This design comes from an exercise in tuning for small area on the open sky130 flow, not from production work.
Function was not checked in any run shown here: the RTL went through the layout flow alone.
Power and IR drop assume default switching activity.

File: flow/run.sh
#!/bin/bash
# The standard layout (standard.sh) with two changes:
#  - SYNTH_ARGS=-noabc: Yosys's quick ABC pass inside `synth` is skipped, so the explicit
#    full-adder trees in the RTL reach extract_fa unchanged and map to fa/ha cells without
#    inverters between them (the final ABC mapping still runs as usual);
#  - port buffers are buf_1 instead of the 10 um2 delay buffers buffer_ports picks by default
#    (every input and output port still gets its own buffer).
set -euo pipefail
export SYNTH_ARGS=-noabc
export BUFFER_PORTS_ARGS="-inputs -outputs -buffer_cell sky130_fd_sc_hd__buf_1"
bash standard.sh > standard.log 2>&1
File: standard.sh
#!/bin/bash
# synth_recipe.tcl (not shown) runs the flow's synth.tcl, then flattens the netlist and writes it again
# the make line also repeats each setting of config.mk as NAME=value (left out here)
make -C /OpenROAD-flow-scripts/flow DESIGN_CONFIG=/design/flow/config.mk WORK_HOME=/design/flow/orfs CLKGATE_MAP_FILE= SYNTH_SCRIPT=/design/flow/synth_recipe.tcl "${@:-finish}"
File: config.mk
export PLATFORM = sky130hd
export DESIGN_NAME = systolic_array
export DESIGN_NICKNAME = systolic_array
export VERILOG_FILES = /design/flow/design.v
export SDC_FILE = /design/flow/constraint.sdc
export NUM_CORES = 4
export LEC_CHECK = 0
export CAP_MARGIN = 20
export CORE_MARGIN = 2
export CORE_UTILIZATION = 40
export SLEW_MARGIN = 20
File: constraint.sdc
create_clock -name core_clock -period 6.0 [get_ports {clk}]
set_input_delay 1.2000 -clock core_clock [delete_from_list [all_inputs] [get_ports {clk}]]
set_output_delay 1.2000 -clock core_clock [all_outputs]
set_load 0.01 [all_outputs]
File: design.v
module PE(
    input wire [7:0] a,
    input wire [7:0] b,
    input wire en,
    input wire clk,
    input wire rst,
    output reg [15:0] result
);
reg cy1, cy2;
wire pp0_0 = a[0] & b[0] & en;
wire pp0_1 = a[0] & b[1] & en;
wire pp0_2 = a[0] & b[2] & en;
wire pp0_3 = a[0] & b[3] & en;
wire pp0_4 = a[0] & b[4] & en;
wire pp0_5 = a[0] & b[5] & en;
wire pp0_6 = a[0] & b[6] & en;
wire pp0_7 = a[0] & b[7] & en;
wire pp1_0 = a[1] & b[0] & en;
wire pp1_1 = a[1] & b[1] & en;
wire pp1_2 = a[1] & b[2] & en;
wire pp1_3 = a[1] & b[3] & en;
wire pp1_4 = a[1] & b[4] & en;
wire pp1_5 = a[1] & b[5] & en;
wire pp1_6 = a[1] & b[6] & en;
wire pp1_7 = a[1] & b[7] & en;
wire pp2_0 = a[2] & b[0] & en;
wire pp2_1 = a[2] & b[1] & en;
wire pp2_2 = a[2] & b[2] & en;
wire pp2_3 = a[2] & b[3] & en;
wire pp2_4 = a[2] & b[4] & en;
wire pp2_5 = a[2] & b[5] & en;
wire pp2_6 = a[2] & b[6] & en;
wire pp2_7 = a[2] & b[7] & en;
wire pp3_0 = a[3] & b[0] & en;
wire pp3_1 = a[3] & b[1] & en;
wire pp3_2 = a[3] & b[2] & en;
wire pp3_3 = a[3] & b[3] & en;
wire pp3_4 = a[3] & b[4] & en;
wire pp3_5 = a[3] & b[5] & en;
wire pp3_6 = a[3] & b[6] & en;
wire pp3_7 = a[3] & b[7] & en;
wire pp4_0 = a[4] & b[0] & en;
wire pp4_1 = a[4] & b[1] & en;
wire pp4_2 = a[4] & b[2] & en;
wire pp4_3 = a[4] & b[3] & en;
wire pp4_4 = a[4] & b[4] & en;
wire pp4_5 = a[4] & b[5] & en;
wire pp4_6 = a[4] & b[6] & en;
wire pp4_7 = a[4] & b[7] & en;
wire pp5_0 = a[5] & b[0] & en;
wire pp5_1 = a[5] & b[1] & en;
wire pp5_2 = a[5] & b[2] & en;
wire pp5_3 = a[5] & b[3] & en;
wire pp5_4 = a[5] & b[4] & en;
wire pp5_5 = a[5] & b[5] & en;
wire pp5_6 = a[5] & b[6] & en;
wire pp5_7 = a[5] & b[7] & en;
wire pp6_0 = a[6] & b[0] & en;
wire pp6_1 = a[6] & b[1] & en;
wire pp6_2 = a[6] & b[2] & en;
wire pp6_3 = a[6] & b[3] & en;
wire pp6_4 = a[6] & b[4] & en;
wire pp6_5 = a[6] & b[5] & en;
wire pp6_6 = a[6] & b[6] & en;
wire pp6_7 = a[6] & b[7] & en;
wire pp7_0 = a[7] & b[0] & en;
wire pp7_1 = a[7] & b[1] & en;
wire pp7_2 = a[7] & b[2] & en;
wire pp7_3 = a[7] & b[3] & en;
wire pp7_4 = a[7] & b[4] & en;
wire pp7_5 = a[7] & b[5] & en;
wire pp7_6 = a[7] & b[6] & en;
wire pp7_7 = a[7] & b[7] & en;
wire fold = cy1 & ~en & (&result[11:8]);
wire h5_0 = result[5] ^ pp0_5;
wire hc5_0 = result[5] & pp0_5;
wire s6_0 = result[6] ^ pp0_6 ^ pp1_5;
wire c6_0 = (result[6] & pp0_6) | (pp1_5 & (result[6] ^ pp0_6));
wire h6_1 = pp2_4 ^ pp3_3;
wire hc6_1 = pp2_4 & pp3_3;
wire s7_1 = result[7] ^ pp0_7 ^ pp1_6;
wire c7_1 = (result[7] & pp0_7) | (pp1_6 & (result[7] ^ pp0_7));
wire s7_2 = pp2_5 ^ pp3_4 ^ pp4_3;
wire c7_2 = (pp2_5 & pp3_4) | (pp4_3 & (pp2_5 ^ pp3_4));
wire h7_2 = pp5_2 ^ pp6_1;
wire hc7_2 = pp5_2 & pp6_1;
wire s8_3 = result[8] ^ pp1_7 ^ pp2_6;
wire c8_3 = (result[8] & pp1_7) | (pp2_6 & (result[8] ^ pp1_7));
wire s8_4 = pp3_5 ^ pp4_4 ^ pp5_3;
wire c8_4 = (pp3_5 & pp4_4) | (pp5_3 & (pp3_5 ^ pp4_4));
wire h8_3 = pp6_2 ^ pp7_1;
wire hc8_3 = pp6_2 & pp7_1;
wire s9_5 = result[9] ^ pp2_7 ^ pp3_6;
wire c9_5 = (result[9] & pp2_7) | (pp3_6 & (result[9] ^ pp2_7));
wire s9_6 = pp4_5 ^ pp5_4 ^ pp6_3;
wire c9_6 = (pp4_5 & pp5_4) | (pp6_3 & (pp4_5 ^ pp5_4));
wire s10_7 = result[10] ^ pp3_7 ^ pp4_6;
wire c10_7 = (result[10] & pp3_7) | (pp4_6 & (result[10] ^ pp3_7));
wire h3_4 = result[3] ^ pp0_3;
wire hc3_4 = result[3] & pp0_3;
wire s4_8 = result[4] ^ pp0_4 ^ pp1_3;
wire c4_8 = (result[4] & pp0_4) | (pp1_3 & (result[4] ^ pp0_4));
wire h4_5 = pp2_2 ^ pp3_1;
wire hc4_5 = pp2_2 & pp3_1;
wire s5_9 = pp1_4 ^ pp2_3 ^ pp3_2;
wire c5_9 = (pp1_4 & pp2_3) | (pp3_2 & (pp1_4 ^ pp2_3));
wire s5_10 = pp4_1 ^ pp5_0 ^ h5_0;
wire c5_10 = (pp4_1 & pp5_0) | (h5_0 & (pp4_1 ^ pp5_0));
wire s6_11 = pp4_2 ^ pp5_1 ^ pp6_0;
wire c6_11 = (pp4_2 & pp5_1) | (pp6_0 & (pp4_2 ^ pp5_1));
wire s6_12 = hc5_0 ^ h6_1 ^ s6_0;
wire c6_12 = (hc5_0 & h6_1) | (s6_0 & (hc5_0 ^ h6_1));
wire s7_13 = pp7_0 ^ hc6_1 ^ h7_2;
wire c7_13 = (pp7_0 & hc6_1) | (h7_2 & (pp7_0 ^ hc6_1));
wire s7_14 = c6_0 ^ s7_1 ^ s7_2;
wire c7_14 = (c6_0 & s7_1) | (s7_2 & (c6_0 ^ s7_1));
wire s8_15 = hc7_2 ^ h8_3 ^ c7_1;
wire c8_15 = (hc7_2 & h8_3) | (c7_1 & (hc7_2 ^ h8_3));
wire s8_16 = c7_2 ^ s8_3 ^ s8_4;
wire c8_16 = (c7_2 & s8_3) | (s8_4 & (c7_2 ^ s8_3));
wire s9_17 = pp7_2 ^ hc8_3 ^ c8_3;
wire c9_17 = (pp7_2 & hc8_3) | (c8_3 & (pp7_2 ^ hc8_3));
wire s9_18 = c8_4 ^ s9_5 ^ s9_6;
wire c9_18 = (c8_4 & s9_5) | (s9_6 & (c8_4 ^ s9_5));
wire s10_19 = pp5_5 ^ pp6_4 ^ pp7_3;
wire c10_19 = (pp5_5 & pp6_4) | (pp7_3 & (pp5_5 ^ pp6_4));
wire s10_20 = c9_5 ^ c9_6 ^ s10_7;
wire c10_20 = (c9_5 & c9_6) | (s10_7 & (c9_5 ^ c9_6));
wire s11_21 = result[11] ^ pp4_7 ^ pp5_6;
wire c11_21 = (result[11] & pp4_7) | (pp5_6 & (result[11] ^ pp4_7));
wire s11_22 = pp6_5 ^ pp7_4 ^ c10_7;
wire c11_22 = (pp6_5 & pp7_4) | (c10_7 & (pp6_5 ^ pp7_4));
wire s12_23 = result[12] ^ fold ^ pp5_7;
wire c12_23 = (result[12] & fold) | (pp5_7 & (result[12] ^ fold));
wire h12_6 = pp6_6 ^ pp7_5;
wire hc12_6 = pp6_6 & pp7_5;
wire h13_7 = result[13] ^ pp6_7;
wire hc13_7 = result[13] & pp6_7;
wire h2_8 = result[2] ^ pp0_2;
wire hc2_8 = result[2] & pp0_2;
wire s3_24 = pp1_2 ^ pp2_1 ^ pp3_0;
wire c3_24 = (pp1_2 & pp2_1) | (pp3_0 & (pp1_2 ^ pp2_1));
wire s4_25 = pp4_0 ^ hc3_4 ^ h4_5;
wire c4_25 = (pp4_0 & hc3_4) | (h4_5 & (pp4_0 ^ hc3_4));
wire s5_26 = hc4_5 ^ c4_8 ^ s5_9;
wire c5_26 = (hc4_5 & c4_8) | (s5_9 & (hc4_5 ^ c4_8));
wire s6_27 = c5_9 ^ s6_11 ^ c5_10;
wire c6_27 = (c5_9 & s6_11) | (c5_10 & (c5_9 ^ s6_11));
wire s7_28 = c6_11 ^ s7_13 ^ c6_12;
wire c7_28 = (c6_11 & s7_13) | (c6_12 & (c6_11 ^ s7_13));
wire s8_29 = c7_13 ^ c7_14 ^ s8_15;
wire c8_29 = (c7_13 & c7_14) | (s8_15 & (c7_13 ^ c7_14));
wire s9_30 = c8_15 ^ c8_16 ^ s9_17;
wire c9_30 = (c8_15 & c8_16) | (s9_17 & (c8_15 ^ c8_16));
wire s10_31 = s10_19 ^ c9_17 ^ c9_18;
wire c10_31 = (s10_19 & c9_17) | (c9_18 & (s10_19 ^ c9_17));
wire s11_32 = c10_19 ^ s11_21 ^ c10_20;
wire c11_32 = (c10_19 & s11_21) | (c10_20 & (c10_19 ^ s11_21));
wire s12_33 = h12_6 ^ c11_21 ^ s12_23;
wire c12_33 = (h12_6 & c11_21) | (s12_23 & (h12_6 ^ c11_21));
wire s13_34 = pp7_6 ^ hc12_6 ^ h13_7;
wire c13_34 = (pp7_6 & hc12_6) | (h13_7 & (pp7_6 ^ hc12_6));
wire h14_9 = result[14] ^ pp7_7;
wire hc14_9 = result[14] & pp7_7;
wire h1_10 = result[1] ^ pp0_1;
wire hc1_10 = result[1] & pp0_1;
wire s2_35 = pp1_1 ^ pp2_0 ^ h2_8;
wire c2_35 = (pp1_1 & pp2_0) | (h2_8 & (pp1_1 ^ pp2_0));
wire s3_36 = hc2_8 ^ h3_4 ^ s3_24;
wire c3_36 = (hc2_8 & h3_4) | (s3_24 & (hc2_8 ^ h3_4));
wire s4_37 = c3_24 ^ s4_8 ^ s4_25;
wire c4_37 = (c3_24 & s4_8) | (s4_25 & (c3_24 ^ s4_8));
wire s5_38 = c4_25 ^ s5_10 ^ s5_26;
wire c5_38 = (c4_25 & s5_10) | (s5_26 & (c4_25 ^ s5_10));
wire s6_39 = c5_26 ^ s6_12 ^ s6_27;
wire c6_39 = (c5_26 & s6_12) | (s6_27 & (c5_26 ^ s6_12));
wire s7_40 = s7_14 ^ c6_27 ^ s7_28;
wire c7_40 = (s7_14 & c6_27) | (s7_28 & (s7_14 ^ c6_27));
wire s8_41 = s8_16 ^ c7_28 ^ s8_29;
wire c8_41 = (s8_16 & c7_28) | (s8_29 & (s8_16 ^ c7_28));
wire s9_42 = s9_18 ^ c8_29 ^ s9_30;
wire c9_42 = (s9_18 & c8_29) | (s9_30 & (s9_18 ^ c8_29));
wire s10_43 = s10_20 ^ c9_30 ^ s10_31;
wire c10_43 = (s10_20 & c9_30) | (s10_31 & (s10_20 ^ c9_30));
wire s11_44 = s11_22 ^ c10_31 ^ s11_32;
wire c11_44 = (s11_22 & c10_31) | (s11_32 & (s11_22 ^ c10_31));
wire s12_45 = c11_22 ^ s12_33 ^ c11_32;
wire c12_45 = (c11_22 & s12_33) | (c11_32 & (c11_22 ^ s12_33));
wire s13_46 = c12_23 ^ s13_34 ^ c12_33;
wire c13_46 = (c12_23 & s13_34) | (c12_33 & (c12_23 ^ s13_34));
wire s14_47 = hc13_7 ^ h14_9 ^ c13_34;
wire c14_47 = (hc13_7 & h14_9) | (c13_34 & (hc13_7 ^ h14_9));
wire h15_11 = result[15] ^ hc14_9;
wire r0 = result[0] ^ pp0_0;
wire rc0 = result[0] & pp0_0;
wire r1 = pp1_0 ^ rc0 ^ h1_10;
wire rc1 = (pp1_0 & rc0) | (h1_10 & (pp1_0 ^ rc0));
wire r2 = hc1_10 ^ rc1 ^ s2_35;
wire rc2 = (hc1_10 & rc1) | (s2_35 & (hc1_10 ^ rc1));
wire r3 = c2_35 ^ s3_36 ^ rc2;
wire rc3 = (c2_35 & s3_36) | (rc2 & (c2_35 ^ s3_36));
wire r4 = c3_36 ^ s4_37 ^ rc3;
wire rc4 = (c3_36 & s4_37) | (rc3 & (c3_36 ^ s4_37));
wire r5 = c4_37 ^ s5_38 ^ rc4;
wire rc5 = (c4_37 & s5_38) | (rc4 & (c4_37 ^ s5_38));
wire r6 = c5_38 ^ s6_39 ^ rc5;
wire rc6 = (c5_38 & s6_39) | (rc5 & (c5_38 ^ s6_39));
wire r7 = c6_39 ^ s7_40 ^ rc6;
wire rc7 = (c6_39 & s7_40) | (rc6 & (c6_39 ^ s7_40));
wire r8 = cy1 ^ c7_40 ^ s8_41;
wire rc8 = (cy1 & c7_40) | (s8_41 & (cy1 ^ c7_40));
wire r9 = c8_41 ^ s9_42 ^ rc8;
wire rc9 = (c8_41 & s9_42) | (rc8 & (c8_41 ^ s9_42));
wire r10 = c9_42 ^ s10_43 ^ rc9;
wire rc10 = (c9_42 & s10_43) | (rc9 & (c9_42 ^ s10_43));
wire r11 = c10_43 ^ s11_44 ^ rc10;
wire rc11 = (c10_43 & s11_44) | (rc10 & (c10_43 ^ s11_44));
wire r12 = cy2 ^ c11_44 ^ s12_45;
wire rc12 = (cy2 & c11_44) | (s12_45 & (cy2 ^ c11_44));
wire r13 = s13_46 ^ c12_45 ^ rc12;
wire rc13 = (s13_46 & c12_45) | (rc12 & (s13_46 ^ c12_45));
wire r14 = s14_47 ^ c13_46 ^ rc13;
wire rc14 = (s14_47 & c13_46) | (rc13 & (s14_47 ^ c13_46));
wire r15 = h15_11 ^ c14_47 ^ rc14;
always @(posedge clk or posedge rst) begin
    if (rst) begin
        result <= 16'd0;
        cy1 <= 1'b0;
        cy2 <= 1'b0;
    end else begin
        result <= {r15, r14, r13, r12, r11, r10, r9, r8, r7, r6, r5, r4, r3, r2, r1, r0};
        cy1 <= rc7;
        cy2 <= rc11 & en;
    end
end
endmodule
module systolic_array(
    input wire[7:0] inp_west0,
    input wire[7:0] inp_west4,
    input wire[7:0] inp_west8,
    input wire[7:0] inp_west12,
    input wire[7:0] inp_north0,
    input wire[7:0] inp_north1,
    input wire[7:0] inp_north2,
    input wire[7:0] inp_north3,
    output wire [15:0] out00,
    output wire [15:0] out01,
    output wire [15:0] out02,
    output wire [15:0] out03,
    output wire [15:0] out04,
    output wire [15:0] out05,
    output wire [15:0] out06,
    output wire [15:0] out07,
    output wire [15:0] out08,
    output wire [15:0] out09,
    output wire [15:0] out10,
    output wire [15:0] out11,
    output wire [15:0] out12,
    output wire [15:0] out13,
    output wire [15:0] out14,
    output wire [15:0] out15,
    input wire clk,
    input wire rst,
    output reg done);
reg [3:0] cycle_counter;
always @(posedge clk or posedge rst) begin
    if (rst) begin
        cycle_counter <= 4'd0;
        done <= 1'b0;
    end else if (cycle_counter != 4'd11) begin
        cycle_counter <= cycle_counter + 4'd1;
    end else begin
        done <= 1'b1;
    end
end
wire [3:0] count_next = (cycle_counter != 4'd11) ? cycle_counter + 4'd1 : cycle_counter;
reg [3:0] en;
always @(posedge clk or posedge rst) begin
    if (rst)
        en <= 4'b0001;
    else begin
        en[0] <= (count_next != 4'd11);
        en[1] <= (count_next != 4'd11) & (count_next >= 4'd1);
        en[2] <= (count_next != 4'd11) & (count_next >= 4'd2);
        en[3] <= (count_next != 4'd11) & (count_next >= 4'd3);
    end
end
reg [7:0] west [0:3][1:3];
reg [7:0] north [1:3][0:3];
wire [7:0] w [0:3][0:3];
wire [7:0] n [0:3][0:3];
assign w[0][0] = inp_west0;
assign w[1][0] = inp_west4;
assign w[2][0] = inp_west8;
assign w[3][0] = inp_west12;
assign n[0][0] = inp_north0;
assign n[0][1] = inp_north1;
assign n[0][2] = inp_north2;
assign n[0][3] = inp_north3;
wire [15:0] res [0:3][0:3];
genvar i, j;
generate
    for (i = 0; i < 4; i = i + 1) begin : row
        for (j = 0; j < 4; j = j + 1) begin : col
            if (j > 0) begin : wp
                always @(posedge clk) west[i][j] <= w[i][j-1];
                assign w[i][j] = west[i][j];
            end
            if (i > 0) begin : np
                always @(posedge clk) north[i][j] <= n[i-1][j];
                assign n[i][j] = north[i][j];
            end
            PE pe (.a(w[i][j]), .b(n[i][j]), .en(en[(i > j) ? i : j]), .clk(clk), .rst(rst), .result(res[i][j]));
        end
    end
endgenerate
assign out00 = res[0][3];
assign out01 = res[0][2];
assign out02 = res[0][1];
assign out03 = res[0][0];
assign out04 = res[1][3];
assign out05 = res[1][2];
assign out06 = res[1][1];
assign out07 = res[1][0];
assign out08 = res[2][3];
assign out09 = res[2][2];
assign out10 = res[2][1];
assign out11 = res[2][0];
assign out12 = res[3][3];
assign out13 = res[3][2];
assign out14 = res[3][1];
assign out15 = res[3][0];
endmodule
==> metrics.md, run 1 <==
| Metric | Value |
|---|---|
| Initial core utilization | `40.2%` |
| R2R depth | `11` |
| Post-synth ARST share | `60.7%` |
| Number of cell rows | `about 120` |
| CP most frequent cell | `fa_1` |
| # diodes | `0` |
| R2r startpoint | `en[1]$_DFF_PP0_` |
| Crit path cell chain | `buf_4 -> and3_1 -> ha_1 -> fa_1 -> fa_1 -> fa_1 -> fa_1 -> fa_1 -> fa_1 -> fa_1 -> and2_1` |
| Avg Inst Size Synth | `14.1 um2` |
| Setup Viol. Count Final | `0` |
| Worst reg-to-reg setup slack | `roughly 0.55 ns` |
| Post-CTS sizing | `0` |
| FF-to-FF End | `row[1].col[1].pe.cy2$_DFF_PP0_` |
| Placed inst area | `44500 um2` |
| Reg clk slew, reported paths | `roughly 0.060 ns` |
| Slew Limit Headroom | `34.7%` |
| Fin crit share | `90.8%` |
| Pins over their slew limit | `0` |
| Top FF cell, synth | `dfrtp_1` |
| Max-cap viol count | `0` |
| Synth Warn # | `6` |
| Final WL | `around 110000 um` |
| Yosys cell types | `30` |
| Ports | `around 320` |
| Max Root-Sink Buffers | `3` |
| Sink Count | `489` |
| Syn Nets | `~4200` |
| CP startpoint | `en[1]$_DFF_PP0_` |
| Initial drt markers | `~1700` |
| Highest Clock Rate | `around 0.18 GHz` |
| Gr usage total | `between 20% and 30%` |
| Cts bufs inserted | `66` |
| CTS tree | `built` |
| Post-synth top area share | `47.9%` |
| CTS H-Tree Depth | `3` |
| Worst Setup EP | `row[1].col[1].pe.cy2$_DFF_PP0_` |
| Worst setup path class | `register to register` |
| Final Cell Area | `between 40000 and 50000 um2` |
| Placer Congestion | `0.879` |
| Vias per inst | `5.37` |
| Synth top cells by count | `and3_1 (1024), fa_1 (992), dfrtp_1 (296), ha_1 (194), dfxtp_1 (192)` |
| Number of global-route vias before repair | `roughly 29000` |
| Post-route DRC violation count | `0` |
| Startpoint types | `register` |
| Pwr per Cell Area | `about 300 nW/um2` |
| Post-Synthesis Cells | `just under 3000` |
| Die Ht | `between 300 and 400 um` |
| Clock latency (worst-skew pair) | `about 0.62 ns` |
| Number of flops mapped to enable cells by yosys | `0` |
| Unrepaired setup endpoints after global routing | `no` |
| Detail Placement HPWL | `between 80000 and 90000 um` |
| Leak | `0.0260 uW` |
| TNS Setup | `0 ns` |
| Signal arrival time at the worst endpoint | `just under 6 ns` |
| Wirelength per Cell | `22.5 um` |
| Syn-to-layout area delta | `12.9%` |
| First-pass GRT wire length | `173000 um` |
| GRT overflow | `0` |
| Core area | `approximately 100000 um2` |
| Setup Skew | `roughly 0.019 ns` |
| IO Port Bufs | `322` |
| Most frequent cell after synthesis | `and3_1` |
| Hold/Removal Path Class | `register to register` |
| Setup bufs post-CTS | `0` |
| Fin nets | `about 4500` |
| #FFs+latches synth | `~490` |
| Final Hold Viols | `0` |
| Yosys top cell by area | `fa_1` |
| Non-Filler Instances | `between 4000 and 5000` |
| Clock root buffer master | `clkbuf_16` |
| Width of the die | `approximately 330 um` |
| Placed cell count | `around 4600` |
| Share of layout cells above drive strength 1 | `5.26%` |
| Vias | `around 25000` |
| CP max stage delay | `between 1 and 1.5 ns` |
| Critical path data required time | `6.50 ns` |
| Mapped cell area | `about 41000 um2` |
| Worst-Margin Slew | `between 0.9 and 1 ns` |
| Clock period minus worst slack | `~5.4 ns` |
| Endpoint type of the worst setup path | `register` |
| Crit Path Max Fanout | `roughly 120` |
| Share of the yosys chip area belonging to registers | `a little over a quarter` |
| Final ANT Viol Nets | `0` |
| CP max stage cell | `dfrtp_4` |
| Die Area | `between 100000 and 150000 um2` |
| Pin count of the biggest net entering global routing | `between 100 and 150` |
| Hold_buf cts | `0` |
| Status | `finished clean` |
| Top cells by area, synth | `fa_1 (48%), dfrtp_1 (18%), and3_1 (15%), dfxtp_1 (9.3%), ha_1 (5.9%)` |
| Max VDD drop | `about 0.27 mV` |
| TritonRoute pass-1 iters | `5` |
| Antenna violations before repair | `0` |
-- critical path: cells and delay by family (launching register included) --
kind | cells | cell delay (ns)
DFF | 1 | 1.03
and+or+nand+nor | 2 | 0.36
buffers and inverters | 1 | 0.41
adders and majority gates | 8 | 3.46
-- layer usage --
layer | vias up | global-route usage [%] | part of all wire [%]
met5 | - | 0 | 0
met4 | 0 | 6.43 | 3.0
met3 | 143 | 4.63 | 6.1
met2 | 702 | 33.2 | 48
met1 | 13700 | 28.9 | 43
li1 | 10800 | - | -
-- state kept, by name, indices dropped and copies added (netlist names) --
signal,cells
en,4
row.col.pe.result,256
row.col.pe.cy2,16
cycle_counter,4
row.col.pe.cy1,16
north,96
west,96
done,1
-- power by group --
part	total, uW	internal (uW)	switching (uW)
clock network	4130	2580	1550
logic	4340	1750	2590
registers	5380	4230	1150
total	13900	8560	5290
-- layout by cell type, fill, tap and decap left out, drive strengths merged, types with 5 or more instances in the layout --
cell    count
fa        992
dfxtp     192
and3     1024
bufinv      5
buf       396
clkbuf    111
xnor2      34
and2       17
ha        194
dfrtp     296
nand2       5
xor2       17
nand4      17
nor3b      16
-- worst min path at each step --
stage          slack [ns]  depth (start not counted)                start                    to
3_3_place_gp         0.46                          1     done$_DFFE_PP0N_      done$_DFFE_PP0N_
6_report             0.47                          0   west[7][0]$_DFF_P_    west[8][0]$_DFF_P_
3_5_place_dp         0.46                          1     done$_DFFE_PP0N_      done$_DFFE_PP0N_
2_1_floorplan        0.39                          0  north[6][0]$_DFF_P_  north[10][0]$_DFF_P_
5_1_grt              0.48                          1     done$_DFFE_PP0N_      done$_DFFE_PP0N_
4_1_cts              0.47                          0   west[7][0]$_DFF_P_    west[8][0]$_DFF_P_
-- cell type report --
type / instances / area (um2)
Clock inverter: 10 / 180
Inverter: 3 / 15.0
Sequential cell: 489 / 11300
Timing Repair Buffer: 396 / 1850
Multi-Input combinational cell: 2334 / 29600
Tap cell: 1380 / 1730
Clock buffer: 111 / 2090
Fill cell: 9349 / 56300
-- metrics by stage --
stage	utilization [%]	hold WS [ns]	power, uW	setup slack, ns
global route	45.4	0.480	14900	0.286
global placement	43.2	0.461	9740	0.288
floorplan	-	0.392	7730	0.639
finish	45.4	0.469	13900	0.554
detailed placement	43.2	0.465	9860	0.189
CTS	45.4	0.474	14100	0.548
-- kinds of logic (layout without fill, tap and decap cells) --
kind of cell | count (synthesis) | count (layout) | synth area share [%]
adder cells (fa/ha/maj) | 1186 | 1186 | 53.8
AND/OR/NAND/NOR | 1088 | 1088 | 16.4
flip-flops | 489 | 489 | 27.2
buffers and inverters | 119 | 520 | 1.27
XOR/XNOR | 51 | 51 | 1.08
AO/OA/AOI/OAI | 8 | 8 | 0.148
multiplexers | 1 | 1 | 0.0242
==> run 2, diff against run 1 <==
--- a/design.v
+++ b/design.v
@@ -274,60 +274,95 @@
     end
 end
 wire [3:0] count_next = (cycle_counter != 4'd11) ? cycle_counter + 4'd1 : cycle_counter;
-reg [3:0] en;
+reg [7:0] win;
 always @(posedge clk or posedge rst) begin
     if (rst)
-        en <= 4'b0001;
+        win <= 8'b00000011;
     else begin
-        en[0] <= (count_next != 4'd11);
-        en[1] <= (count_next != 4'd11) & (count_next >= 4'd1);
-        en[2] <= (count_next != 4'd11) & (count_next >= 4'd2);
-        en[3] <= (count_next != 4'd11) & (count_next >= 4'd3);
+        win[0] <= (count_next >= 4'd0) & (count_next <= 4'd7);   
+        win[1] <= (count_next >= 4'd0) & (count_next <= 4'd10);   
+        win[2] <= (count_next >= 4'd1) & (count_next <= 4'd8);   
+        win[3] <= (count_next >= 4'd1) & (count_next <= 4'd9);   
+        win[4] <= (count_next >= 4'd1) & (count_next <= 4'd10);   
+        win[5] <= (count_next >= 4'd2) & (count_next <= 4'd9);   
+        win[6] <= (count_next >= 4'd2) & (count_next <= 4'd10);   
+        win[7] <= (count_next >= 4'd3) & (count_next <= 4'd10);   
     end
 end
-reg [7:0] west [0:3][1:3];
-reg [7:0] north [1:3][0:3];
-wire [7:0] w [0:3][0:3];
-wire [7:0] n [0:3][0:3];
-assign w[0][0] = inp_west0;
-assign w[1][0] = inp_west4;
-assign w[2][0] = inp_west8;
-assign w[3][0] = inp_west12;
-assign n[0][0] = inp_north0;
-assign n[0][1] = inp_north1;
-assign n[0][2] = inp_north2;
-assign n[0][3] = inp_north3;
-wire [15:0] res [0:3][0:3];
-genvar i, j;
-generate
-    for (i = 0; i < 4; i = i + 1) begin : row
-        for (j = 0; j < 4; j = j + 1) begin : col
-            if (j > 0) begin : wp
-                always @(posedge clk) west[i][j] <= w[i][j-1];
-                assign w[i][j] = west[i][j];
-            end
-            if (i > 0) begin : np
-                always @(posedge clk) north[i][j] <= n[i-1][j];
-                assign n[i][j] = north[i][j];
-            end
-            PE pe (.a(w[i][j]), .b(n[i][j]), .en(en[(i > j) ? i : j]), .clk(clk), .rst(rst), .result(res[i][j]));
-        end
-    end
-endgenerate
-assign out00 = res[0][3];
-assign out01 = res[0][2];
-assign out02 = res[0][1];
-assign out03 = res[0][0];
-assign out04 = res[1][3];
-assign out05 = res[1][2];
-assign out06 = res[1][1];
-assign out07 = res[1][0];
-assign out08 = res[2][3];
-assign out09 = res[2][2];
-assign out10 = res[2][1];
-assign out11 = res[2][0];
-assign out12 = res[3][3];
-assign out13 = res[3][2];
-assign out14 = res[3][1];
-assign out15 = res[3][0];
+wire [7:0] W0 = inp_west0, W1 = inp_west4, W2 = inp_west8, W3 = inp_west12;
+wire [7:0] N0 = inp_north0, N1 = inp_north1, N2 = inp_north2, N3 = inp_north3;
+reg [7:0] wd0_1;
+reg [7:0] wd0_2;
+reg [7:0] wd0_3;
+reg [7:0] wd1_1;
+reg [7:0] wd1_2;
+reg [7:0] wd2_1;
+reg [7:0] nd0_1;
+reg [7:0] nd0_2;
+reg [7:0] nd0_3;
+reg [7:0] nd1_1;
+reg [7:0] nd1_2;
+reg [7:0] nd2_1;
+always @(posedge clk) begin
+    wd0_1 <= W0;
+    wd0_2 <= wd0_1;
+    wd0_3 <= wd0_2;
+    wd1_1 <= W1;
+    wd1_2 <= wd1_1;
+    wd2_1 <= W2;
+    nd0_1 <= N0;
+    nd0_2 <= nd0_1;
+    nd0_3 <= nd0_2;
+    nd1_1 <= N1;
+    nd1_2 <= nd1_1;
+    nd2_1 <= N2;
+end
+wire [15:0] c00;
+PE pe00 (.a(W0), .b(N0), .en(win[1]), .clk(clk), .rst(rst), .result(c00));   
+wire [15:0] c01;
+PE pe01 (.a(wd0_1), .b(N1), .en(win[4]), .clk(clk), .rst(rst), .result(c01));   
+wire [15:0] c02;
+PE pe02 (.a(wd0_2), .b(N2), .en(win[6]), .clk(clk), .rst(rst), .result(c02));   
+wire [15:0] c03;
+PE pe03 (.a(wd0_3), .b(N3), .en(win[7]), .clk(clk), .rst(rst), .result(c03));   
+wire [15:0] c10;
+PE pe10 (.a(W1), .b(nd0_1), .en(win[4]), .clk(clk), .rst(rst), .result(c10));   
+wire [15:0] c11;
+PE pe11 (.a(wd1_1), .b(nd1_1), .en(win[4]), .clk(clk), .rst(rst), .result(c11));   
+wire [15:0] c12;
+PE pe12 (.a(wd1_2), .b(nd2_1), .en(win[6]), .clk(clk), .rst(rst), .result(c12));   
+wire [15:0] c13;
+PE pe13 (.a(wd1_2), .b(N3), .en(win[5]), .clk(clk), .rst(rst), .result(c13));   
+wire [15:0] c20;
+PE pe20 (.a(W2), .b(nd0_2), .en(win[6]), .clk(clk), .rst(rst), .result(c20));   
+wire [15:0] c21;
+PE pe21 (.a(wd2_1), .b(nd1_2), .en(win[6]), .clk(clk), .rst(rst), .result(c21));   
+wire [15:0] c22;
+PE pe22 (.a(wd2_1), .b(nd2_1), .en(win[3]), .clk(clk), .rst(rst), .result(c22));   
+wire [15:0] c23;
+PE pe23 (.a(wd2_1), .b(N3), .en(win[2]), .clk(clk), .rst(rst), .result(c23));   
+wire [15:0] c30;
+PE pe30 (.a(W3), .b(nd0_3), .en(win[7]), .clk(clk), .rst(rst), .result(c30));   
+wire [15:0] c31;
+PE pe31 (.a(W3), .b(nd1_2), .en(win[5]), .clk(clk), .rst(rst), .result(c31));   
+wire [15:0] c32;
+PE pe32 (.a(W3), .b(nd2_1), .en(win[2]), .clk(clk), .rst(rst), .result(c32));   
+wire [15:0] c33;
+PE pe33 (.a(W3), .b(N3), .en(win[0]), .clk(clk), .rst(rst), .result(c33));   
+assign out03 = c00;
+assign out02 = c01;
+assign out01 = c02;
+assign out00 = c03;
+assign out07 = c10;
+assign out06 = c11;
+assign out05 = c12;
+assign out04 = c13;
+assign out11 = c20;
+assign out10 = c21;
+assign out09 = c22;
+assign out08 = c23;
+assign out15 = c30;
+assign out14 = c31;
+assign out13 = c32;
+assign out12 = c33;
 endmodule
==> run 2 against run 1 <==
Compared with the run above:
- clock-buffer cell count is 39 lower
- flip-flop and latch count is 92 lower
- combinational power is 2% higher
- still clean on timing, DRC and antenna
- sequential share of layout area is 3.2 points lower
- largest cell class unchanged
- first-iteration DRC count is 12% higher
- die area is 3.5% lower
- utilization is 0.37 points higher
- via count is 1.0% lower
- maximum frequency is 1.2% higher
- routed wire length is 2.9% higher
==> metrics.md, run 2 <==
| Metric | Value |
|---|---|
| IO Port Bufs | `between 300 and 400` |
| Post-route worst setup slack | `a little over 0.6 ns` |
| Post-Synthesis Cells | `2953` |
| Comb power frac | `a little over a third` |
| GR peak layer | `met2` |
| #FFs+latches synth | `roughly 400` |
| Fillers | `just under 9000` |
| Clock period minus worst slack | `around 5.4 ns` |
| Syn Nets | `4205` |
| Hold WS | `just under 0.5 ns` |
| Placed inst area | `43300 um2` |
| Crit Path Max Fanout | `82` |
| Clock share of power | `between 20% and 30%` |
| Core area | `98700 um2` |
| Most common cell after layout, fill and taps aside | `and3_1` |
| Die Area | `just over 100000 um2` |
| Post-route DRC violation count | `0` |
| Placer Congestion | `roughly 0.85` |
| Endpoint type of the worst setup path | `register` |
| Met3 Usage GRT | `under 10%` |
| Post-CTS sizing | `0` |
| Max-cap viol count | `0` |
| Ports | `323` |
| Setup bufs post-CTS | `0` |
| Final Core Density | `45.7%` |
| Signal arrival time at the worst endpoint | `5.89 ns` |
| Post-synth top area share | `49.7%` |
| GRT overflow | `0` |
| Final WL | `about 110000 um` |
| Most frequent cell after synthesis | `and3_1` |
| Wirelength per Cell | `23.8 um` |
| Worst-Margin Slew | `about 0.9 ns` |
| Share of layout cells above drive strength 1 | `about 7.3%` |
| Clock root buffer master | `clkbuf_16` |
| Multi-input gate area | `29700 um2` |
| Setup Viol. Count Final | `0` |
| Number of cell rows | `around 120` |
| Fin nets | `~4500` |
| First-pass GRT wire length | `around 170000 um` |
| Final Cell Area | `45200 um2` |
| Initial core utilization | `40.5%` |
| Startpoint types | `register` |
| Crit path buffers/inverters | `1` |
| Status | `finished clean` |
| Unrepaired setup endpoints after global routing | `no` |
| Met2 usage | `35.4%` |
| Setup slack after placement | `approximately 0.17 ns` |
| Yosys top cell by area | `fa_1` |
| Final ANT Viol Nets | `0` |
| Worst setup path class | `register to register` |
| Sequential fraction of design power | `between 30% and 40%` |
| TritonRoute pass-1 iters | `5` |
| Share of the yosys chip area belonging to registers | `23.7%` |
| Internal power | `approximately 7500 uW` |
| Antenna violations before repair | `6` |
| TNS Setup | `0 ns` |
| Pin count of the biggest net entering global routing | `123` |
| Critical path's top delay family | `adder cells` |
| Met1 Track Usage GR | `30.6%` |
| Gr usage total | `between 20 and 25%` |
| Reg area | `about 9500 um2` |
| Avg Inst Size Synth | `~14 um2` |
| Fin crit share | `~90%` |
| Number of flops mapped to enable cells by yosys | `0` |
| Vias | `between 20000 and 30000` |
| Syn-to-layout area delta | `13.1%` |
| Max VDD drop | `between 0.2 and 0.25 mV` |
| Clock latency (worst-skew pair) | `about 0.65 ns` |
| Slew Limit Headroom | `between 30% and 40%` |
| Cts bufs inserted | `53` |
| Reg clk slew, reported paths | `roughly 0.060 ns` |
| Number of global-route vias before repair | `28400` |
| CP max stage delay | `0.85 ns` |
| Switch share | `40.7%` |
| Yosys cell types | `around 40` |
| Pwr per Cell Area | `280 nW/um2` |
| Sink Count | `just under 400` |
| CTS tree | `built` |
| Width of the die | `roughly 320 um` |
| Synth Warn # | `2` |
| Top cells by area, synth | `fa_1 (50%), dfrtp_1 (19%), and3_1 (16%), ha_1 (6.1%), dfxtp_1 (4.8%)` |
| Pins over their slew limit | `0` |
| Hold_buf cts | `0` |
| Post-synth ARST share | `75.8%` |
| Detail Placement HPWL | `around 82000 um` |
| Mapped cell area | `roughly 40000 um2` |
| CTS H-Tree Depth | `2` |
| Vias per inst | `between 5 and 6` |
| Highest Clock Rate | `approximately 0.19 GHz` |
| Final Hold Viols | `0` |
| Hold/Removal Path Class | `register to register` |
| Critical path data required time | `around 6.5 ns` |
| Max Root-Sink Buffers | `3` |
| Commonest cells after routing, fill and taps aside | `and3_1 (1025), fa_1 (992), buf_1 (322)` |
| Synth top cells by count | `and3_1 (1025), fa_1 (992), dfrtp_1 (299), clkbuf_1 (206), ha_1 (194)` |
| Leak | `0.0254 uW` |
| Top FF cell, synth | `dfrtp_1` |
| Sw power | `roughly 5100 uW` |
| CP most frequent cell | `fa_1` |
| Setup Skew | `around 0.025 ns` |
| CP max stage cell | `dfrtp_4` |
| Die Ht | `320 um` |
| Initial drt markers | `roughly 1900` |
| Crit path cell chain | `buf_4 -> and3_1 -> ha_1 -> fa_1 -> fa_1 -> fa_1 -> fa_1 -> fa_1 -> fa_1 -> fa_1 -> and2_1` |
## run 2: kinds of logic (layout without fill, tap and decap cells)
| kind of cell | count (synthesis) | in the layout | synth area share, % |
|---|---|---|---|
| buffers and inverters | 213 | 564 | 2.01 |
| AOI/OAI and AO/OA | 14 | 14 | 0.257 |
| DFF | 397 | 397 | 23.7 |
| xor gates and xnor gates | 50 | 50 | 1.13 |
| and+or+nand+nor | 1092 | 1092 | 17.1 |
| muxes | 1 | 1 | 0.0282 |
| adders and majority gates | 1186 | 1186 | 55.8 |
| other | 0 | 2 | 0 |
## run 2: worst reg2reg max path, delay by kind of cell (launching register included)
family / cells / cell delay, ns
adder cells (fa/ha/maj): 8 / 3.66
AND/OR/NAND/NOR: 2 / 0.35
flip-flops: 1 / 0.85
buffers and inverters: 1 / 0.41
## run 2: final cells by class
type                       instances  area share, %
inverter                           4         0.0416
tap                             1287           3.57
sequential                       397           21.0
clock inverter                    27          0.851
timing repair buffer             461           5.51
clock buffer                      72           3.32
multi-input combinational       2343           65.7
antenna                            2         0.0111
## run 2: routing by layer
| metal | part of all wire (%) | wire length (um) |
|---|---|---|
| met5 | 0.011 | 12 |
| met4 | 3.1 | 3350 |
| met3 | 6.8 | 7490 |
| met2 | 48 | 53100 |
| met1 | 42 | 45600 |
## run 2: power by group through the flow
| stage | Combinational (uW) | Clock [uW] | Sequential, uW |
|---|---|---|---|
| 2_1_floorplan | 2340 | 0 | 4750 |
| 3_3_place_gp | 4380 | 0 | 4820 |
| 3_5_place_dp | 4500 | 0 | 4810 |
| 4_1_cts | 4550 | 3590 | 4780 |
| 5_1_grt | 5090 | 3700 | 4890 |
| 6_report | 4420 | 3490 | 4730 |
## run 2: final timing paths
check / start / endpoint / slack, ns / cells after the start
min reg2reg: done$_DFFE_PP0N_ / done$_DFFE_PP0N_ / 0.48 / 1
max: win[4]$_DFF_PP0_ / pe10.cy2$_DFF_PP0_ / 0.62 / 11
max in group asynchronous: rst / pe20.result[5]$_DFF_PP0_ / 4.04 / 3
min in group asynchronous: rst / pe02.result[7]$_DFF_PP0_ / 0.73 / 2
max reg2reg: win[4]$_DFF_PP0_ / pe10.cy2$_DFF_PP0_ / 0.62 / 11
min: done$_DFFE_PP0N_ / done$_DFFE_PP0N_ / 0.48 / 1
## run 2: stage by stage
step,std cells,power [uW]
floorplan,2953,7080
global placement,4492,9200
detailed placement,4492,9310
global route,4591,13700
CTS,4591,12900
finish,4593,12600
==> run 3, diff against run 2 <==
==> flow/run.sh (replaced) <==
#!/bin/bash
# The standard layout (standard.sh) with these changes:
#  - SYNTH_ARGS=-noabc: Yosys's quick ABC pass inside `synth` is skipped, so the explicit
#    full-adder trees in the RTL reach extract_fa unchanged and map to fa/ha cells without
#    inverters between them (the final ABC mapping still runs as usual);
#  - port buffers are buf_1 instead of the 10 um2 delay buffers buffer_ports picks by default
#    (every input and output port still gets its own buffer);
#  - clock tree: no dummy loads, clkbuf_8/16 only, larger sink clusters.
set -euo pipefail
export SYNTH_ARGS=-noabc
export BUFFER_PORTS_ARGS="-inputs -outputs -buffer_cell sky130_fd_sc_hd__buf_1"
export CTS_ARGS="-sink_clustering_enable -repair_clock_nets -dont_use_dummy_load -sink_clustering_size 20 -sink_clustering_max_diameter 60 -buf_list {sky130_fd_sc_hd__clkbuf_8 sky130_fd_sc_hd__clkbuf_16}"
bash standard.sh > standard.log 2>&1
--- a/config.mk
+++ b/config.mk
@@ -7,5 +7,6 @@
 export LEC_CHECK = 0
 export CAP_MARGIN = 20
 export CORE_MARGIN = 2
-export CORE_UTILIZATION = 40
+export CORE_UTILIZATION = 65
+export GPL_TIMING_DRIVEN = 0
 export SLEW_MARGIN = 20
==> run 3 against run 2 <==
Compared with the run above:
- still clean on timing, DRC and antenna
- global-route usage rose by 15 points
- maximum frequency fell by 8.1%
- clock-buffer cell count fell by 27
- cell count fell by 10%
- clock power fell by 32%
- non-clock buffer count rose by 81
- via count rose by 6.8%
- flip-flop and latch count did not move
- critical path depth rose by 1
- synthesized cell count did not move
- clock skew rose by 0.013 ns
==> metrics.md, run 3 <==
| Metric | Value |
|---|---|
| Crit path buffers/inverters | `2` |
| Simple-Gate Fraction of Synth Area | `between 15 and 20%` |
| Cts bufs inserted | `45` |
| Syn Nets | `roughly 4200` |
| Sw power | `about 4800 uW` |
| Signal arrival time at the worst endpoint | `6.34 ns` |
| Number of cell rows | `90` |
| Hold_buf cts | `0` |
| Status | `finished clean` |
| Fin crit share | `between 90% and 100%` |
| Comb power frac | `38.1%` |
| Largest family of logic cells by synthesized area | `adder cells` |
| Compound-Gate Fraction of Synth Area | `0.257%` |
| Commonest cells after routing, fill and taps aside | `and3_1 (1025), fa_1 (992), buf_1 (323)` |
| Post-synth top area share | `about half` |
| IO Port Bufs | `around 320` |
| Hold/Removal Path Class | `register to register` |
| Gr usage total | `a little under two fifths` |
| First-pass GRT wire length | `between 150000 and 200000 um` |
| GRT overflow | `0` |
| Number of flops mapped to enable cells by yosys | `0` |
| Top cells by area, synth | `fa_1 (50%), dfrtp_1 (19%), and3_1 (16%), ha_1 (6.1%), dfxtp_1 (4.8%)` |
| Ports | `around 320` |
| Crit Path Max Fanout | `10` |
| Clock period minus worst slack | `5.85 ns` |
| Setup Viol. Count Final | `0` |
| Critical path's top delay family | `adder cells` |
| Worst-Margin Slew | `about 1.1 ns` |
| Core area | `between 60000 and 70000 um2` |
| Unrepaired setup endpoints after global routing | `yes` |
| Die Ht | `252 um` |
| CP most frequent cell | `fa_1` |
| Setup Skew | `0.0388 ns` |
| Final Hold Viols | `0` |
| Top FF cell, synth | `dfrtp_1` |
| Final ANT Viol Nets | `0` |
| Antenna violations before repair | `2` |
| Switch share | `approximately two fifths` |
| Placer Congestion | `between 0.9 and 1` |
| Detail Placement HPWL | `roughly 89000 um` |
| Vias per inst | `about 6.5` |
| Vias | `around 27000` |
| Synth top cells by count | `and3_1 (1025), fa_1 (992), dfrtp_1 (299), clkbuf_1 (206), ha_1 (194)` |
| Setup slack after placement | `-0.375 ns` |
| Most frequent cell after synthesis | `and3_1` |
| CP max stage delay | `~0.55 ns` |
| Post-route DRC violation count | `0` |
| Max-cap viol count | `0` |
| Clock latency (worst-skew pair) | `roughly 0.60 ns` |
| Placed cell count | `around 4100` |
| Pin count of the biggest net entering global routing | `35` |
| Synth Warn # | `2` |
| Wirelength per Cell | `between 20 and 30 um` |
| Multiplexer area fraction after synthesis | `less than 1%` |
| Non-Filler Instances | `between 4000 and 5000` |
| Highest Clock Rate | `0.171 GHz` |
| Clock share of power | `20.8%` |
| Share of the yosys chip area belonging to registers | `23.7%` |
| Initial drt markers | `2568` |
| Adder-cell share of the synthesized area | `a little under three fifths` |
| Sink Count | `between 300 and 400` |
| Internal power | `around 6700 uW` |
| Die Area | `around 63000 um2` |
| Final WL | `about 110000 um` |
| Initial core utilization | `around 66%` |
| Post-synth ARST share | `75.8%` |
| Max VDD drop | `~0.24 mV` |
| Share of layout cells above drive strength 1 | `~2.2%` |
| Clock root buffer master | `clkbuf_16` |
| TritonRoute pass-1 iters | `8` |
| CTS H-Tree Depth | `2` |
| Avg Inst Size Synth | `13.5 um2` |
| Slew Limit Headroom | `29.8%` |
| Reg clk slew, reported paths | `0.08 ns` |
| Number of global-route vias before repair | `just over 30000` |
| Endpoint type of the worst setup path | `register` |
| Yosys top cell by area | `fa_1` |
| Critical path data required time | `~6.5 ns` |
| Sequential fraction of design power | `approximately two fifths` |
| Leak | `approximately 0.025 uW` |
| Crit path cell chain | `clkbuf_1 -> clkbuf_1 -> and3_1 -> fa_1 -> fa_1 -> fa_1 -> fa_1 -> fa_1 -> fa_1 -> fa_1 -> fa_1 -> and2_1` |
| Pins over their slew limit | `0` |
| #FFs+latches synth | `a little under 400` |
| Startpoint types | `register` |
| Yosys cell types | `41` |
| Syn-to-layout area delta | `8.88%` |
| Max Root-Sink Buffers | `3` |
| CP max stage cell | `clkbuf_1` |
| Synth Area in XOR/XNOR | `1.13%` |
| Post-route worst setup slack | `between 0.15 and 0.2 ns` |
| Fin nets | `about 4600` |
| CTS tree | `built` |
| Pwr per Cell Area | `roughly 260 nW/um2` |
| Width of the die | `approximately 250 um` |
| Post-Synthesis Cells | `~3000` |
| Mapped cell area | `between 30000 and 40000 um2` |
| Worst setup path class | `register to register` |
| Most common cell after layout, fill and taps aside | `and3_1` |
-- run 3: logic make-up (layout without fill, tap and decap cells) --
logic type               Yosys count  after routing
adder cells (fa/ha/maj)         1186           1186
AND/OR/NAND/NOR                 1092           1092
flip-flops                       397            397
buffers and inverters            213            591
XOR/XNOR                          50             50
AO/OA/AOI/OAI                     14             14
multiplexers                       1              1
other                              0              1
-- run 3: routing by layer --
metal	global-route usage [%]	part of all wire [%]
met5	0	0.0090
met4	16.1	4.8
met3	7.26	9.2
met2	58.1	48
met1	51.9	38
-- run 3: metrics by stage --
stage	utilization [%]	TNS, ns	instance area [um2]	total power [uW]	hold WS, ns
4_1_cts	71.8	0	43500	11600	0.434
3_5_place_dp	69.9	-2.98	42400	9100	0.451
2_1_floorplan	-	0	39900	7080	0.390
3_3_place_gp	69.5	-393.58	42100	8830	0.449
6_report	71.8	0	43500	11500	0.447
5_1_grt	71.8	-0.0422	43500	12300	0.437
-- run 3: power groups by stage --
stage               sequential (uW)  clock, uW  combinational, uW
global placement               4700          0               4130
CTS                            4700       2440               4430
global route                   4830       2530               4970
finish                         4700       2390               4370
floorplan                      4750          0               2340
detailed placement             4720          0               4380
-- run 3: final cells by class --
class / instances / area, um2
repair buffers: 333 / 1430
inverters: 4 / 18.8
plain buffers: 209 / 793
multi-input cells: 2343 / 29700
clock buffers: 45 / 1130
fillers: 4323 / 17100
well taps: 782 / 978
diodes: 1 / 2.50
flip-flops and latches: 397 / 9460
-- run 3: worst paths after layout --
kind | start | end | slack (ns) | cells after the start
min reg2reg | wd0_1[1]$_DFF_P_ | wd0_2[1]$_DFF_P_ | 0.45 | 0
max | win[5]$_DFF_PP0_ | pe13.cy2$_DFF_PP0_ | 0.15 | 12
min in group asynchronous | rst | pe02.result[7]$_DFF_PP0_ | 0.50 | 2
max in group asynchronous | rst | pe30.result[13]$_DFF_PP0_ | 4.18 | 7
max reg2reg | win[5]$_DFF_PP0_ | pe13.cy2$_DFF_PP0_ | 0.15 | 12
min | wd0_1[1]$_DFF_P_ | wd0_2[1]$_DFF_P_ | 0.45 | 0
-- run 3: timing repair --
action,CTS,global route
buffers inserted,0,0
setup endpoints to repair,2,5
endpoints found under the hold margin,0,0
cloned,0,0
gates resized for setup,2,6

==> re-timing with driven ports <==
Ports are ideal in the flow. The routed layouts listed here were re-timed in OpenROAD.
Step 1 assumes that a clkbuf_16 drives the clock port and a buf_2 every other input.
Step 2 adds t to the input delays and takes it off the output delays; t is the mean of the earliest and latest rising clock arrival at the registers after step 1. Input paths then give back, and output paths get back, about the clock's delay inside the block.
Three values: no drivers, after step 1, after step 2; two values: the first two.
| run | shift t [ns] | setup WS [ns] | clock arrival spread, ns |
|---|---|---|---|
| run 1 | 0.679 | 0.554 / 0.554 / 0.222 | 0.025 / 0.025 |
| run 2 | 0.705 | 0.621 / 0.621 / 0.171 | 0.026 / 0.026 |
| run 3 | 0.642 | 0.150 / 0.150 / -0.370 | 0.043 / 0.042 |
Met with ideal ports but missed after step 2: setup timing in run 3. For run 3, which loses most, drivers alone change the setup slack by 0.000 ns; drivers and shift together by -0.520 ns.
